Source: an optimization exercise on an open RTL-to-GDS flow (aim: small area). Production flows keep margins and buffers that such runs may drop. Function was checked by simulation only, so behaviour that the tests miss may differ from the original. No run shown here takes its clock network from TritonCTS; it comes from the design's own scripts or RTL. The clock port is modelled as an ideal driver, which makes a skipped or thinned clock tree look cheaper than it is; a real chip needs a root buffer or a tree. Power is estimated from default activity; no workload was simulated.

===== flow/flow/check_regs.py =====
# Check that two netlists hold the same flip-flop instances with the same cell types.
import re, sys
def regs(path):
    txt = open(path).read()
    return sorted(re.findall(r'(sky130_fd_sc_hd__(?:df|edf|sdf|dl)\w*)\s+(\S+)\s*\(', txt))
a, b = regs(sys.argv[1]), regs(sys.argv[2])
print(len(a), "registers in the standard synthesis,", len(b), "after re-mapping")
if a != b:
    print("register mismatch"); sys.exit(1)

===== flow/flow/abc_ds1.abc =====
strash
&get -n
&deepsyn -T 30 -S 1
&put
dch -f
amap -m -F 3 -A 10

===== flow/flow/abc_ds2.abc =====
strash
&get -n
&deepsyn -T 30 -S 2
&put
dch -f
amap -m -F 3 -A 10

===== flow/flow/abc_ds5.abc =====
strash
&get -n
&deepsyn -T 30 -S 5
&put
dch -f
amap -m -F 3 -A 10

===== flow/design.v =====
module qspi_wrap(
    input               qspi_if_req_vld,
    output              qspi_if_req_rdy,
    input   [3:0]       qspi_if_req_addr,
    input               qspi_if_req_read,
    input   [7:0]       qspi_if_req_dat,
    output              qspi_if_rsp_vld,
    input               qspi_if_rsp_rdy,
    output  [7:0]       qspi_if_rsp_dat,
    output              qspi_if_switch_qspi,
    output              qspi_if_sck,
    output              qspi_if_csn,
    output              qspi_if_dq0_en,
    input               qspi_if_dq0_i,
    output              qspi_if_dq0_o,
    output              qspi_if_dq1_en,
    input               qspi_if_dq1_i,
    output              qspi_if_dq1_o,
    output              qspi_if_dq2_en,
    input               qspi_if_dq2_i,
    output              qspi_if_dq2_o,
    output              qspi_if_dq3_en,
    input               qspi_if_dq3_i,
    output              qspi_if_dq3_o,
    input               clk,
    input               rst_n
);
    reg [7:0]   cfg0;        
    reg [3:0]   div;         
    reg         csn;         
    reg         sw;          
    reg         read_tr;     
    reg         active;      
    reg         sck;
    reg [2:0]   cnt;         
    reg [10:0]  presc;       
    reg [7:0]   sr;          
    reg [3:0]   txh;         
    reg         buf_we;      
    reg         rxv;         
    wire [1:0]  mode    = cfg0[7:6];
    wire        dmy     = cfg0[5];
    wire [1:0]  typ     = cfg0[4:3];
    wire        dux     = cfg0[2];
    wire        pha     = mode[1] ^ mode[0];
    wire        cpol    = mode[1];
    wire        t_sgl   = (typ == 2'b00);
    wire        t_dual  = (typ == 2'b01);
    wire        t_quad  = (typ == 2'b10);
    wire        t_res   = (typ == 2'b11);
    wire [11:0] cy;      
    assign cy[0] = 1'b1;
    genvar g;
    generate
        for (g = 0; g < 11; g = g + 1) begin : g_cy
            assign cy[g+1] = cy[g] & presc[g];
        end
    endgenerate
    reg tick;
    always @(*) begin
        case (div)
            4'd1:    tick = cy[1];
            4'd2:    tick = cy[3];
            4'd3:    tick = cy[4];
            4'd4:    tick = cy[2];
            4'd5:    tick = cy[5];
            4'd6:    tick = cy[6];
            4'd7:    tick = cy[7];
            4'd8:    tick = cy[8];
            4'd9:    tick = cy[9];
            4'd10:   tick = cy[10];
            4'd11:   tick = cy[11];
            default: tick = 1'b1;
        endcase
    end
    wire        e2      = tick & (sck ^ pha);    
    wire        e1      = tick & ~(sck ^ pha);   
    wire        tr      = active & ~dmy;
    wire        dm      = active & dmy;
    wire        last    = t_sgl  & (&cnt)
                        | t_dual & cnt[2] & cnt[1]
                        | t_quad & cnt[2];
    wire        tr_end  = tr & e2 & last;
    wire        dm_end  = dm & e2 & (sr == 8'd0);
    wire        rdy     = ~active | tr_end | dm_end;
    wire        hs_any  = qspi_if_req_vld & rdy;
    wire        hs      = hs_any & (qspi_if_req_addr == 4'd2);
    wire        rd_en   = ~buf_we | (t_sgl & dux);
    wire [3:0]  txv     = (sck ^ pha) ? txh : sr[7:4];
    always @(posedge clk or negedge rst_n) begin
        if (!rst_n) begin
            cfg0    <= 8'h00;
            div     <= 4'h0;
            csn     <= 1'b1;
            sw      <= 1'b0;
            read_tr <= 1'b0;
        end else begin
            if (hs_any & (qspi_if_req_addr == 4'd0))
                cfg0 <= qspi_if_req_dat;
            if (hs_any & (qspi_if_req_addr == 4'd1)) begin
                div <= qspi_if_req_dat[7:4];
                csn <= qspi_if_req_dat[3];
            end
            if (hs_any & (qspi_if_req_addr == 4'd3))
                sw  <= qspi_if_req_dat[0];
            read_tr <= (hs & qspi_if_req_read) | (read_tr & ~(rxv & qspi_if_rsp_rdy));
        end
    end
    always @(posedge clk or negedge rst_n) begin
        if (!rst_n) begin
            active  <= 1'b0;
            sck     <= 1'b0;
            cnt     <= 3'd0;
        end else begin
            active  <= ~rdy | hs;
            if (rdy)
                sck <= hs ? pha : cpol;
            else if (tick)
                sck <= ~sck;
            if (tr & e2)
                cnt <= cnt + {t_quad, t_dual, t_sgl};
        end
    end
    always @(posedge clk) begin
        presc   <= (active & ~tick) ? presc + 11'd1 : 11'd0;
        if (hs) begin
            sr      <= qspi_if_req_dat;
            buf_we  <= ~qspi_if_req_read;
        end else if (dm & e2) begin
            sr      <= sr - 8'd1;
        end else if (tr & e1) begin
            sr      <= t_sgl  ? {sr[6:0], qspi_if_dq0_i} :
                       t_dual ? {sr[5:0], qspi_if_dq1_i, qspi_if_dq0_i} :
                                {sr[3:0], qspi_if_dq3_i, qspi_if_dq2_i, qspi_if_dq1_i, qspi_if_dq0_i};
        end
        txh     <= txv;
        rxv     <= tr & e1 & last & rd_en;
    end
    assign qspi_if_req_rdy      = rdy;
    assign qspi_if_rsp_vld      = ~read_tr | rxv;
    assign qspi_if_rsp_dat      = (qspi_if_req_addr == 4'd0) ? cfg0 :
                                  (qspi_if_req_addr == 4'd1) ? {div, csn, active, 2'b00} :
                                  (qspi_if_req_addr == 4'd2) ? sr : 8'h00;
    assign qspi_if_switch_qspi  = sw;
    assign qspi_if_csn          = csn;
    assign qspi_if_sck          = sck;
    assign qspi_if_dq0_en       = tr;
    assign qspi_if_dq1_en       = tr & ~t_sgl;
    assign qspi_if_dq2_en       = tr & t_quad;
    assign qspi_if_dq3_en       = tr & t_quad;
    assign qspi_if_dq0_o        = t_sgl ? txv[3] : t_dual ? txv[2] : t_quad & txv[0];
    assign qspi_if_dq1_o        = t_dual ? txv[3] : t_quad & txv[1];
    assign qspi_if_dq2_o        = txv[2];
    assign qspi_if_dq3_o        = txv[3];
endmodule

===== flow/flow/abc_ds4.abc =====
strash
&get -n
&deepsyn -T 30 -S 4
&put
dch -f
amap -m -F 3 -A 10

===== flow/flow/run.sh =====
#!/bin/bash
# Standard synthesis, then an area re-mapping of the combinational logic
# (flip-flops untouched), then the standard layout with small port buffers,
# with the clock tree replaced by a few clock buffers after CTS.
# Each tool's output goes to a log_*.txt file here.
set -euo pipefail
HERE=$(pwd)
RES=$HERE/orfs/results/$FLOW_PLATFORM/qspi_wrap/base
CLKBUF_CELL=${CLKBUF_CELL:-sky130_fd_sc_hd__clkbuf_16}
CLKBUF_LEVELS=${CLKBUF_LEVELS:-1}
KNOBS=(BUFFER_PORTS_ARGS="-buffer_cell sky130_fd_sc_hd__buf_1"
       CTS_ARGS="-sink_clustering_enable -repair_clock_nets -dont_use_dummy_load")

bash standard.sh synth > log_synth.txt 2>&1

cp $RES/1_2_yosys.v $HERE/std_synth.v
if bash flow/remap.sh $HERE/std_synth.v $HERE/remap.v $HERE/log_remap $HERE/flow/*.abc > log_remap.txt 2>&1 \
   && python3 flow/check_regs.py $HERE/std_synth.v $HERE/remap.v > log_check_regs.txt 2>&1; then
  echo "using the re-mapped netlist"
  cp $HERE/remap.v $RES/1_2_yosys.v
  rm -f $RES/1_synth.odb $RES/1_synth.sdc
  touch $RES/1_2_yosys.v
else
  echo "re-mapping failed: keeping the standard netlist"
fi

bash standard.sh "${KNOBS[@]}" cts > log_to_cts.txt 2>&1

cp $RES/4_cts.odb $HERE/4_cts_orig.odb
if CTS_ODB=$RES/4_cts.odb CLKBUF_CELL=$CLKBUF_CELL CLKBUF_LEVELS=$CLKBUF_LEVELS CLK_NET=clk \
     openroad -no_init -exit flow/one_clkbuf.tcl > log_clkbuf.txt 2>&1; then
  echo "clock tree replaced"
  touch $RES/4_cts.odb
else
  echo "clock tree replacement failed: keeping CTS's tree"
  cp $HERE/4_cts_orig.odb $RES/4_cts.odb
fi

bash standard.sh "${KNOBS[@]}" finish > log_layout.txt 2>&1

===== flow/standard.sh =====
#!/bin/bash
# synth_recipe.tcl (not shown) runs the flow's synth.tcl, then flattens the netlist and writes it again
# the make line also repeats each setting of config.mk as NAME=value (left out here)
make -C /OpenROAD-flow-scripts/flow DESIGN_CONFIG=/design/flow/config.mk WORK_HOME=/design/flow/orfs CLKGATE_MAP_FILE= SYNTH_SCRIPT=/design/flow/synth_recipe.tcl "${@:-finish}"

===== flow/flow/remap.sh =====
#!/bin/bash
# Re-map the combinational cells of a synthesised netlist for area, keeping
# every flip-flop instance (name, cell type and connections) as it is.
# Tries each ABC script given and keeps the smallest result.
# usage: remap.sh IN.v OUT.v LOGDIR SCRIPT...
set -uo pipefail
IN=$1; OUT=$2; LOGD=$3; shift 3
PDK=$FLOW_HOME/platforms/sky130hd
LIB=$PDK/lib/sky130_fd_sc_hd__tt_025C_1v80.lib
YOSYS=${YOSYS_EXE:-$(command -v yosys || echo $FLOW_HOME/../tools/install/yosys/bin/yosys)}
SEQ=$(grep -oE "sky130_fd_sc_hd__[a-z0-9_]+" "$IN" | sort -u | grep -E "__(df|edf|sdf|dl|sdl)" | tr '\n' ' ')
DU=$(sed -n '/DONT_USE_CELLS +=/,/^$/p' $PDK/config.mk | grep -oE "sky130_fd_sc_hd__[a-z0-9_]+" | sed 's/^/-dont_use /' | tr '\n' ' ')
mkdir -p $LOGD
for SCR in "$@"; do
  N=$(basename $SCR .abc)
  "$YOSYS" -l "$LOGD/remap_$N.log" -p "
read_liberty -ignore_miss_func $LIB
setattr -mod -set keep_hierarchy 1 $SEQ
read_verilog $IN
hierarchy -top $FLOW_TOP
flatten
opt -purge
abc -liberty $LIB $DU -script $SCR
opt_clean -purge
hilomap -singleton -hicell sky130_fd_sc_hd__conb_1 HI -locell sky130_fd_sc_hd__conb_1 LO
insbuf -buf sky130_fd_sc_hd__buf_1 A X
splitnets
opt_clean -purge
select $FLOW_TOP
tee -o $LOGD/remap_$N.stat stat -liberty $LIB
write_verilog -noattr -noexpr -nohex -nodec -selected $LOGD/remap_$N.v
" > /dev/null 2>&1 &
done
wait
BEST=""; BA=""
for SCR in "$@"; do
  N=$(basename $SCR .abc)
  A=$(grep "Chip area" $LOGD/remap_$N.stat 2>/dev/null | awk '{print $NF}')
  [[ -n "$A" && -s $LOGD/remap_$N.v ]] || { echo "$N: failed"; continue; }
  echo "$N: $A"
  if [[ -z "$BA" ]] || python3 -c "import sys; sys.exit(0 if $A < $BA else 1)"; then BEST=$N; BA=$A; fi
done
[[ -n "$BEST" ]] || exit 1
echo "best: $BEST ($BA)"
cp $LOGD/remap_$BEST.v $OUT

===== flow/config.mk =====
export PLATFORM = sky130hd
export DESIGN_NAME = qspi_wrap
export DESIGN_NICKNAME = qspi_wrap
export VERILOG_FILES = /design/flow/design.v
export SDC_FILE = /design/flow/constraint.sdc
export NUM_CORES = 4
export LEC_CHECK = 0
export CAP_MARGIN = 0
export CORE_MARGIN = 2
export CORE_UTILIZATION = 40
export GPL_TIMING_DRIVEN = 0
export SLEW_MARGIN = 0

===== flow/flow/abc_ds6.abc =====
strash
&get -n
&deepsyn -T 30 -S 6
&put
dch -f
amap -m -F 3 -A 10

===== flow/flow/abc_ds3.abc =====
strash
&get -n
&deepsyn -T 30 -S 3
&put
dch -f
amap -m -F 3 -A 10

===== flow/constraint.sdc =====
create_clock -name core_clock -period 10.0 [get_ports {clk}]
set_input_delay 2.0000 -clock core_clock [delete_from_list [all_inputs] [get_ports {clk}]]
set_output_delay 2.0000 -clock core_clock [all_outputs]
set_load 0.01 [all_outputs]

===== flow/flow/one_clkbuf.tcl =====
# Replace the clock tree that CTS built by a few clock buffers, each driving
# one group of clock sinks directly (the design has about 50 flip-flops).
# The clock port drives the buffers. Groups come from recursive bisection of
# the sinks' locations, so each buffer serves a compact region.
# Env: CTS_ODB (read and written), CLKBUF_CELL, CLKBUF_LEVELS (groups = 2^levels),
# CLK_NET.
read_db $::env(CTS_ODB)
set block [ord::get_db_block]
set db [ord::get_db]
set master [$db findMaster $::env(CLKBUF_CELL)]
set clk [$block findNet $::env(CLK_NET)]

set bufs {}
set nets {}
foreach inst [$block getInsts] {
  if {[string match "clkbuf_*" [$inst getName]] && [string match "sky130_fd_sc_hd__clkbuf_*" [[$inst getMaster] getName]]} {
    lappend bufs $inst
  }
}
foreach net [$block getNets] {
  if {[string match "clknet_*" [$net getName]]} { lappend nets $net }
}
puts "replacing [llength $bufs] clock buffers and [llength $nets] clock nets"

# sinks: {iterm x y}
set sinks {}
set dummies {}
foreach net [concat $nets [list $clk]] {
  foreach it [$net getITerms] {
    set inst [$it getInst]
    if {[lsearch -exact $bufs $inst] >= 0} continue
    if {[$it isOutputSignal]} continue
    # a dummy load CTS may have added drives nothing: drop it
    set drives 0
    foreach o [$inst getITerms] { if {[$o isOutputSignal] && [$o getNet] ne "NULL"} { set drives 1 } }
    if {!$drives && ![string match "*__df*" [[$inst getMaster] getName]] && ![string match "*__edf*" [[$inst getMaster] getName]]} {
      lappend dummies $inst
      continue
    }
    set b [$inst getBBox]
    lappend sinks [list $it [expr {([$b xMin] + [$b xMax]) / 2}] [expr {([$b yMin] + [$b yMax]) / 2}]]
  }
}
puts "clock sinks: [llength $sinks]"

proc bisect {group levels} {
  if {$levels == 0 || [llength $group] < 2} { return [list $group] }
  set xs [lsort -integer [lmap s $group {lindex $s 1}]]
  set ys [lsort -integer [lmap s $group {lindex $s 2}]]
  set axis [expr {([lindex $xs end] - [lindex $xs 0]) >= ([lindex $ys end] - [lindex $ys 0]) ? 1 : 2}]
  set sorted [lsort -integer -index $axis $group]
  set h [expr {[llength $sorted] / 2}]
  return [concat [bisect [lrange $sorted 0 [expr {$h - 1}]] [expr {$levels - 1}]] \
                 [bisect [lrange $sorted $h end] [expr {$levels - 1}]]]
}
set groups [bisect $sinks $::env(CLKBUF_LEVELS)]

foreach s $sinks { [lindex $s 0] disconnect }
foreach inst $bufs { odb::dbInst_destroy $inst }
foreach inst [lsort -unique $dummies] { odb::dbInst_destroy $inst }
puts "dropped [llength [lsort -unique $dummies]] dummy loads"
foreach net $nets { odb::dbNet_destroy $net }

set i 0
foreach g $groups {
  set leaf [odb::dbNet_create $block clknet_leaf_${i}_clk]
  $leaf setSigType CLOCK
  set buf [odb::dbInst_create $block $master clkbuf_leaf_${i}_clk]
  foreach it [$buf getITerms] {
    set m [[$it getMTerm] getName]
    if {$m eq "A"} { $it connect $clk }
    if {$m eq "X"} { $it connect $leaf }
  }
  set sx 0; set sy 0
  foreach s $g {
    [lindex $s 0] connect $leaf
    set sx [expr {$sx + [lindex $s 1]}]; set sy [expr {$sy + [lindex $s 2]}]
  }
  $buf setLocation [expr {$sx / [llength $g]}] [expr {$sy / [llength $g]}]
  $buf setPlacementStatus PLACED
  puts "buffer $i drives [llength $g] sinks"
  incr i
}
detailed_placement
check_placement
write_db $::env(CTS_ODB)

===== flow/flow/abc2.abc =====
strash
dc2
dch -f
amap -m -F 2 -A 8

===== flow/flow/abc1.abc =====
strash
dc2
dc2
dch -f
amap

==> flow_summary.ini, run 1 <==
[grt]
grt_pass1_wl_mm = 9.26
grt_pass1_vias = 1901
grt_overflow = 0
met2_usage_pct = 28.7
antenna_found_initial = 0
grt_usage_pct = 19.2
grt_util_met1_pct = 28.7
use_met3_pct = 3.02
grt_max_degree = 24
top_usage_layer = met1

[floorplanning]
rows = 26
core-area_um2 = 5200
initial_utilization_pct = 42.0
die_area_um2 = 6080
io_pins = 42
fp.dieW_um = 77.9
die_h_um = 77.9

[finish]
final_util_pct = 47.6
nets = 331
regArea_um2 = 1090
final_area_um2 = 2480
layout-drive-gt1-share_pct = 0.974
multi_input_area_um2 = 922
area_delta_synth_final_pct = 13.3
antenna_cells = 0
final.fill_count = 530

[sta]
setup_viol = 0
maxSlewHeadroom_pct = 22.8
fin_crit_ns = 5.41
setup_ws_ns = 4.59
hold_viol = 0
fmax_mhz = 185
worst_slew_pin_slew_ns = 1.16
rsz0062_at_grt = no
final.setup.tns_ns = 0
slew_viol_final = 0
fin_skew_ns = 0.0107
finalCritPeriodShare_pct = 54.1

[place]
gp_congestion = 0.823
dp_hpwl_mm = 4.30
place_ws_ns = 4.65
place_area_um2 = 2430
portBuffers = 41

[route]
vias = 1993
drtAntennaViolNets = 0
dr.first_iter.drc_count = 101
drc_errors = 0
viasPerCell = 5.27
routedWlPerCell_um = 14.4
first_pass_iters = 5
drt-total-wl_mm = 5.43

[flow_run]
maxCapViolations = 0

[logic_synthesis]
syn_nets = 286
synth.cell_area_um2 = 2190
yosysWarnings = 1
avgSynthCellArea_um2 = 8.25
syn_inst = 265

[pwr]
vdd.ir_drop.worst_v = 0.000115
cellPowerDensity_nw_per_um2 = 242
leakagePower_uw = 0.000876

[clock_tree]
cts_hold_buf = 0
cts_setup_buffers = 0
clkLatencyLatePin_ns = 0.16
ctsResizeCount = 0
cts_sinks = 45
path_clk_slew_ns = 0.09

[setup_path]
worst_ep_required_time_ns = 8.00
endpoint_kind = output pin
crit_arrival_ns = 3.41
path_cells = nand2_1 > clkinv_1 > nand2_1 > clkinv_1 > nand2_1 > clkinv_1 > nand2_1 > clkinv_1 > nand2_1 > nor2_1 > nand2_1 > clkinv_1 > a222oi_1 > nor2_1 > clkinv_1 > nor2_1 > a311oi_1 > clkinv_1 > buf_1
critPathMostFrequentCell = clkinv_1
worstSetupStartpointType = flip-flop
crit_fanout = 5
critical_path_class = flip-flop to output pin
critPathMaxStageDelay_ns = 0.61
slowest_stage = a222oi_1

[min_path]
hp-class = flip-flop to flip-flop

[run_status]
status = finished clean
==> layer usage <==
metal / wire length (um) / up-vias
met5: 0 / -
met4: 66 / 0
met3: 268 / 6
met2: 2290 / 53
met1: 2800 / 902
li1: - / 1032
==> registers in the layout, summed over array words and instances, names as in the netlist, 3 cells and up <==
signal	flops
sr	8
txh	4
cfg0	8
div	4
presc	11
cnt	3
==> metrics by stage <==
step | instances | hold slack [ns] | power (uW)
after detailed placement | 376 | 0.445 | 520
after floorplan | 265 | 0.403 | 444
after global routing | 378 | 0.478 | 652
final | 378 | 0.464 | 600
after global placement | 376 | 0.425 | 516
after CTS | 381 | 0.468 | 622
==> cell usage in the layout, fill, tap and decap left out <==
| master | instances |
|---|---|
| a2111oi_0 | 3 |
| a211oi_1 | 5 |
| a21o_1 | 1 |
| a21oi_1 | 18 |
| a221oi_1 | 2 |
| a222oi_1 | 6 |
| a22o_1 | 1 |
| a22oi_1 | 3 |
| a311oi_1 | 1 |
| a31o_1 | 1 |
| a32oi_1 | 1 |
| buf_1 | 42 |
| clkbuf_16 | 2 |
| clkinv_1 | 45 |
| dfrtp_1 | 19 |
| dfstp_2 | 1 |
| dfxtp_1 | 16 |
| edfxtp_1 | 9 |
| nand2_1 | 29 |
| nand2b_1 | 4 |
| nand3_1 | 1 |
| nor2_1 | 52 |
| nor3_1 | 3 |
| o21ai_0 | 22 |
| o221ai_1 | 6 |
| o22a_1 | 7 |
| o22ai_1 | 6 |
| o32ai_1 | 1 |
| or3_1 | 1 |
==> power by group <==
| group | internal (uW) | switching, uW | total (uW) | leakage, uW |
|---|---|---|---|---|
| clock network | 36.7 | 47.1 | 83.7 | 0.0000246 |
| registers | 246 | 37.8 | 284 | 0.000458 |
| logic | 81.2 | 151 | 232 | 0.000393 |
| total | 364 | 236 | 600 | 0.000876 |
==> critical path: cells and delay by family (launching register included) <==
| family | cells | cell delay (ns) |
|---|---|---|
| compound gates | 2 | 1.04 |
| buf+inv | 8 | 0.93 |
| flops | 1 | 0.34 |
| simple gates | 9 | 0.95 |
==> final cells by class <==
cell class / count / share of cell area [%]
Inverter: 45 / 6.81
Multi-Input combinational cell: 174 / 37.2
Buffer: 3 / 2.17
Tap cell: 70 / 3.53
Timing Repair Buffer: 41 / 6.21
Sequential cell: 45 / 44.1
==> worst paths after layout <==
check | slack [ns] | endpoint | cells after the start | from
max | 4.59 | qspi_if_req_rdy | 19 | presc[0]
min | 0.46 | presc[0] | 1 | presc[0]
max reg2reg | 5.29 | sr[4] | 24 | presc[0]
min reg2reg | 0.46 | presc[0] | 1 | presc[0]
max in group asynchronous | 7.26 | sw | 1 | rst_n
min in group asynchronous | 2.05 | cnt[1] | 1 | rst_n
==> inputs of run 2 (changes only) <==
==> flow/flow/run.sh (replaced) <==
#!/bin/bash
# Standard synthesis, then an area re-mapping of the combinational logic
# (flip-flops untouched), then the standard layout with small port buffers,
# with the clock tree replaced by a few clock buffers after CTS: the
# smallest set of buffers that keeps every clock-pin slew well in limits.
# Each tool's output goes to a log_*.txt file here.
set -euo pipefail
HERE=$(pwd)
RES=$HERE/orfs/results/$FLOW_PLATFORM/qspi_wrap/base
LIB=$FLOW_HOME/platforms/$FLOW_PLATFORM/lib/sky130_fd_sc_hd__tt_025C_1v80.lib
SLEW_LIMIT_PS=${SLEW_LIMIT_PS:-122}
KNOBS=(BUFFER_PORTS_ARGS="-buffer_cell sky130_fd_sc_hd__buf_1"
       CTS_ARGS="-sink_clustering_enable -repair_clock_nets -dont_use_dummy_load")

bash standard.sh synth > log_synth.txt 2>&1

cp $RES/1_2_yosys.v $HERE/std_synth.v
if bash flow/remap.sh $HERE/std_synth.v $HERE/remap.v $HERE/log_remap $HERE/flow/*.abc > log_remap.txt 2>&1 \
   && python3 flow/check_regs.py $HERE/std_synth.v $HERE/remap.v > log_check_regs.txt 2>&1; then
  echo "using the re-mapped netlist"
  cp $HERE/remap.v $RES/1_2_yosys.v
  rm -f $RES/1_synth.odb $RES/1_synth.sdc
  touch $RES/1_2_yosys.v
else
  echo "re-mapping failed: keeping the standard netlist"
fi

bash standard.sh "${KNOBS[@]}" cts > log_to_cts.txt 2>&1
cp $RES/4_cts.odb $HERE/4_cts_orig.odb

# layout from CTS on, with the clock tree replaced by 2^levels buffers of a cell
finish_with() {
  local cell=$1 levels=$2 tag=$3
  cp $HERE/4_cts_orig.odb $RES/4_cts.odb
  rm -f $RES/5_* $RES/6_*
  if CTS_ODB=$RES/4_cts.odb CLKBUF_CELL=$cell CLKBUF_LEVELS=$levels CLK_NET=clk \
       openroad -no_init -exit flow/one_clkbuf.tcl > log_clkbuf_$tag.txt 2>&1; then
    echo "clock tree replaced: $tag"
  else
    echo "clock tree replacement failed: keeping CTS's tree"
    cp $HERE/4_cts_orig.odb $RES/4_cts.odb
  fi
  touch $RES/4_cts.odb
  bash standard.sh "${KNOBS[@]}" finish > log_layout_$tag.txt 2>&1 || return 1
}

# smallest first; keep the first whose largest clock-pin slew is under the limit
for try in "sky130_fd_sc_hd__buf_12 1 b12x2" "sky130_fd_sc_hd__clkbuf_16 1 c16x2"; do
  set -- $try
  finish_with $1 $2 $3 || { echo "layout with $3 failed"; continue; }
  SLEW=$(RES=$RES LIB=$LIB openroad -no_init -exit flow/clkslew.tcl 2>&1 | tee log_clkslew_$3.txt | awk '/CLKSLEW_PS/ {print $2}' || true)
  echo "largest clock-pin slew with $3: ${SLEW:-unknown} ps"
  if [[ -n "$SLEW" ]] && python3 -c "import sys; sys.exit(0 if float('$SLEW') <= $SLEW_LIMIT_PS else 1)"; then
    break
  fi
done
==> flow/flow/clkslew.tcl (new file) <==
# Print the largest slew at a clock pin of a flip-flop in the final layout,
# with the extracted parasitics. Env: RES (the results folder), LIB.
read_db $::env(RES)/6_final.odb
read_liberty $::env(LIB)
read_sdc $::env(RES)/6_final.sdc
read_spef $::env(RES)/6_final.spef
set mx 0
foreach p [get_pins -hierarchical */CLK] {
  foreach v [list [get_property $p slew_max_rise] [get_property $p slew_max_fall]] {
    if {$v > $mx} { set mx $v }
  }
}
puts "CLKSLEW_PS [expr {$mx * 1000.0}]"
==> flow_summary.ini, run 2 <==
[sta]
hold_viol = 0
slew_viol_final = 0
fmax_mhz = 186
maxSlewHeadroom_pct = 24.6
finalCritPeriodShare_pct = 53.7
hold_ws_ns = 0.463
worst_slew_pin_slew_ns = 1.13
rsz0062_at_grt = no
fin_skew_ns = 0.0121
setup_viol = 0
final.setup.tns_ns = 0
fin_crit_ns = 5.37

[pwr]
leakagePower_uw = 0.000870
vdd.ir_drop.worst_v = 0.000115
cellPowerDensity_nw_per_um2 = 241
total_power_uw = 595

[run_status]
status = finished clean

[floorplanning]
fp.dieW_um = 77.9
io_pins = 42
initial_utilization_pct = 42.0
rows = 26
die_h_um = 77.9
die_area_um2 = 6080
core-area_um2 = 5200

[route]
dr.first_iter.drc_count = 95
viasPerCell = 5.26
routedWlPerCell_um = 14.3
first_pass_iters = 4
drt-total-wl_mm = 5.42
drc_errors = 0
vias = 1989
drtAntennaViolNets = 0

[clock_tree]
path_clk_slew_ns = 0.09
cts_sinks = 45
ctsResizeCount = 0
cts_setup_buffers = 0
cts_hold_buf = 0
clkLatencyLatePin_ns = 0.13

[finish]
largest_register = presc
largest_reg_flops = 11
reg.largest.list = presc x11, cfg0 x8, sr x8
area_delta_synth_final_pct = 12.9
layout_common_cells = nor2_1 (52), clkinv_1 (45), buf_1 (42)
nets = 331
antenna_cells = 0
layout-drive-gt1-share_pct = 0.974
final_common_cell = nor2_1

[grt]
grt_overflow = 0
grt_pass1_wl_mm = 9.26
antenna_found_initial = 0
grt_usage_pct = 19.2
grt_pass1_vias = 1901
grt_max_degree = 24

[min_path]
hp-class = flip-flop to flip-flop

[setup_path]
worst_ep_required_time_ns = 8.00
crit_fanout = 5
critical_path_class = flip-flop to output pin
worstSetupStartpointType = flip-flop
endpoint_kind = output pin
crit_arrival_ns = 3.37

[place]
portBuffers = 41
gp_congestion = 0.823
dp_hpwl_mm = 4.30

[logic_synthesis]
syn_nets = 286
synth.cell_area_um2 = 2190
syn_inst = 265
avgSynthCellArea_um2 = 8.25
yosysWarnings = 1

[flow_run]
maxCapViolations = 0
run 2: cell type report:
cell class	instances	area, um^2
multi-input cells	174	922
plain buffers	3	43.8
flip-flops and latches	45	1090
well taps	70	87.6
inverters	45	169
repair buffers	41	154
fillers	533	2740
run 2: layer usage:
metal	vias to the layer above	part of all wire (%)	GRT usage [%]
met3	7	5.3	3.02
met1	901	51	28.7
met4	0	1.5	5.79
li1	1030	-	-
met2	51	42	28.7
met5	-	0	0
run 2: report_power, final:
group	total, uW	internal, uW	switching, uW	leakage [uW]
Clock	79.4	32.6	46.8	0.0000188
Sequential	284	246	37.6	0.000458
Combinational	232	81.2	151	0.000393
Total	595	360	235	0.000870
run 2: worst paths after layout:
path,start,endpoint,slack [ns],cells after the start
min reg2reg,presc[0],presc[0],0.46,1
max in group asynchronous,rst_n,sw,7.26,1
max,presc[0],qspi_if_req_rdy,4.63,19
min,presc[0],presc[0],0.46,1
min in group asynchronous,rst_n,cnt[1],2.06,1
max reg2reg,presc[0],sr[4],5.27,24
run 2: critical path: stages (launching register included):
cell	delay [ns]
dfxtp_1	0.34
nand2_1	0.10
clkinv_1	0.08
nand2_1	0.12
clkinv_1	0.09
nand2_1	0.12
clkinv_1	0.08
nand2_1	0.08
clkinv_1	0.09
nand2_1	0.12
nor2_1	0.08
nand2_1	0.13
clkinv_1	0.07
a222oi_1	0.61
nor2_1	0.15
clkinv_1	0.09
nor2_1	0.05
a311oi_1	0.43
clkinv_1	0.25
buf_1	0.18
run 2: per-stage QoR:
step                setup slack [ns]  utilization, %  cells  area (um^2)
CTS                             4.37            48.0    381         2500
global placement                4.71            46.7    376         2430
global route                    4.09            47.4    378         2470
finish                          4.63            47.4    378         2470
floorplan                       5.11               -    265         2190
detailed placement              4.65            46.7    376         2430

==> afterwards: timing with drivers on the ports <==
Ports are ideal in the flow. The routed layouts listed here were re-timed in OpenROAD.
Step 1 (the two cells are an assumption about what drives the block):
set clk [get_ports {clk}]
set_driving_cell -lib_cell sky130_fd_sc_hd__clkbuf_16 $clk
set_driving_cell -lib_cell sky130_fd_sc_hd__buf_2 [delete_from_list [all_inputs] $clk]
Step 2 times the ports against the registers' clock, not the clock port: input delays grow and output delays shrink by t, the midpoint of the rising clock arrivals with the driver on.
a / b / c = ideal / step 1 / step 2; a / b = the first two.
| run | t, ns | setup WS [ns] | worst setup path at the end |
|---|---|---|---|
| run 1 | 0.203 | 4.590 / 4.539 / 4.650 | input to register |
| run 2 | 0.179 | 4.626 / 4.574 / 4.606 | input to register |
After both steps setup and hold are still met in every run listed. For run 2, which loses most, drivers alone change the setup slack by -0.052 ns; drivers and shift together by -0.020 ns.
